What follows belongs to an exercise in optimizing a design on an open flow for small area, a short achievable clock period and few clock cycles; a production flow would make more cautious choices. Power figures rest on the tool's default switching activity, not on a simulated workload.

==> module CacheController, before the edit <==
module CacheController(
    rst,
    clk,
    wr,
    rd,
    data_rd,
    data_wr,
    addr_req,
    addr_resp,
    rdy,
    busy,
    wr_mem,
    rd_mem,
    busy_mem,
    data_rd_mem,
    data_wr_mem,
    addr_mem,
    cache_miss_count,
    cache_hit_count
    );
    input  rst; 
    input  clk; 
    input  wr;
    input  rd;
    output [31:0] data_rd;
    reg    [31:0] data_rd;
    input  [31:0] data_wr;
    input  [31:0] addr_req;
    output [31:0] addr_resp;
    reg    [31:0] addr_resp;
    output rdy;
    reg    rdy;
    output busy;
    output  wr_mem;
    output  rd_mem;
    input   busy_mem;
    input  [31:0] data_rd_mem;
    output [31:0] data_wr_mem;
    output [31:0] addr_mem;
    output [31:0] cache_miss_count;
    reg    [31:0] cache_miss_count;
    output [31:0] cache_hit_count;
    reg    [31:0] cache_hit_count;
    reg [15:0]  cache_valid;
    reg [23:0]  cache_tag [15:0];
    assign busy        = busy_mem;
    assign rd_mem      = rd & ~rst;
    assign wr_mem      = wr & ~rst;
    assign addr_mem    = addr_req;
    assign data_wr_mem = data_wr;
    wire accept = (rd | wr) & ~busy_mem;
    reg         v1;
    reg  [31:0] a1;
    reg  [31:0] d1;
    wire [23:0] a1_tag   = a1[31:8];
    wire [3:0]  a1_index = a1[7:4];
    wire        hit      = cache_valid[a1_index] && (cache_tag[a1_index] == a1_tag);
    always @(posedge clk) begin
        a1        <= addr_req;
        d1        <= data_rd_mem;
        addr_resp <= a1;
        data_rd   <= d1;
        if (v1)
            cache_tag[a1_index] <= a1_tag;
    end
    always @(posedge clk or posedge rst) begin
        if (rst) begin
            v1               <= 1'b0;
            rdy              <= 1'b0;
            cache_valid      <= 16'h0000;
            cache_hit_count  <= 32'h0;
            cache_miss_count <= 32'h0;
        end else begin
            v1  <= accept;
            rdy <= v1;
            if (v1) begin
                cache_valid[a1_index] <= 1'b1;
                if (hit)
                    cache_hit_count  <= cache_hit_count + 1'b1;
                else
                    cache_miss_count <= cache_miss_count + 1'b1;
            end
        end
    end
endmodule
==> flow/config.mk <==
export PLATFORM = sky130hd
export DESIGN_NAME = CacheController
export DESIGN_NICKNAME = CacheController
export VERILOG_FILES = /design/flow/design.v
export SDC_FILE = /design/flow/constraint.sdc
export NUM_CORES = 4
export LEC_CHECK = 0
export ABC_CLOCK_PERIOD_IN_PS = 2500
export CAP_MARGIN = 20
export CORE_MARGIN = 2
export CORE_UTILIZATION = 55
export SETUP_SLACK_MARGIN = 3.7
export SLEW_MARGIN = 20
==> flow/constraint.sdc <==
create_clock -name core_clock -period 6.5 [get_ports {clk}]
set_input_delay 1.3000 -clock core_clock [delete_from_list [all_inputs] [get_ports {clk}]]
set_output_delay 1.3000 -clock core_clock [all_outputs]
set_load 0.01 [all_outputs]
run.sh (not shown) runs the stock make flow with config.mk's settings and CLKGATE_MAP_FILE= SYNTH_SCRIPT=/design/flow/synth_recipe.tcl, a recipe that flattens the netlist after the stock synthesis.
Change:
--- a/flow/design.v
+++ b/flow/design.v
@@ -41,27 +41,33 @@
     output [31:0] cache_miss_count;
     reg    [31:0] cache_miss_count;
     output [31:0] cache_hit_count;
     reg    [31:0] cache_hit_count;
     reg [15:0]  cache_valid;
     reg [23:0]  cache_tag [15:0];
+    wire [3:0]  addr_index = addr_req[7:4];
     assign busy        = busy_mem;
     assign rd_mem      = rd & ~rst;
     assign wr_mem      = wr & ~rst;
     assign addr_mem    = addr_req;
     assign data_wr_mem = data_wr;
     wire accept = (rd | wr) & ~busy_mem;
     reg         v1;
     reg  [31:0] a1;
     reg  [31:0] d1;
+    reg  [23:0] old_tag;
+    reg         old_valid;
     wire [23:0] a1_tag   = a1[31:8];
     wire [3:0]  a1_index = a1[7:4];
-    wire        hit      = cache_valid[a1_index] && (cache_tag[a1_index] == a1_tag);
+    wire        hit      = old_valid && (old_tag == a1_tag);
+    wire        same_line = v1 && (a1_index == addr_index);
     always @(posedge clk) begin
         a1        <= addr_req;
         d1        <= data_rd_mem;
+        old_tag   <= same_line ? a1_tag : cache_tag[addr_index];
+        old_valid <= same_line | cache_valid[addr_index];
         addr_resp <= a1;
         data_rd   <= d1;
         if (v1)
             cache_tag[a1_index] <= a1_tag;
     end
     always @(posedge clk or posedge rst) begin
Outcome: The changed run finished with timing, DRC and antenna clean. Routed wire length came out higher by a few percent. Power went up slightly. Area after synthesis stays flat. Core utilization rises by 2.7 points. Setup slack degrades by 0.23 ns.
Function was not checked in any run of this note: the RTL went through the layout flow alone.

[what the ideal ports hide]
Ports are ideal in the flow. The routed layouts listed here were re-timed in OpenROAD. Step 1, drivers: a clkbuf_16 drives clk and a buf_2 each remaining input, both assumed. Step 2 also shifts input and output timing later by t, the mid clock arrival at the registers, as if the neighbouring blocks saw the same clock. Slacks: ideal / step 1 / step 2; pairs: ideal / step 1.
run | shift t [ns] | slack for setup (ns) | worst setup path at the end
the first run | 0.658 | 3.213 / 3.213 / 3.213 | register to register
the second run | 0.670 | 2.979 / 2.979 / 2.979 | register to register
After both steps every run listed still meets setup and hold.
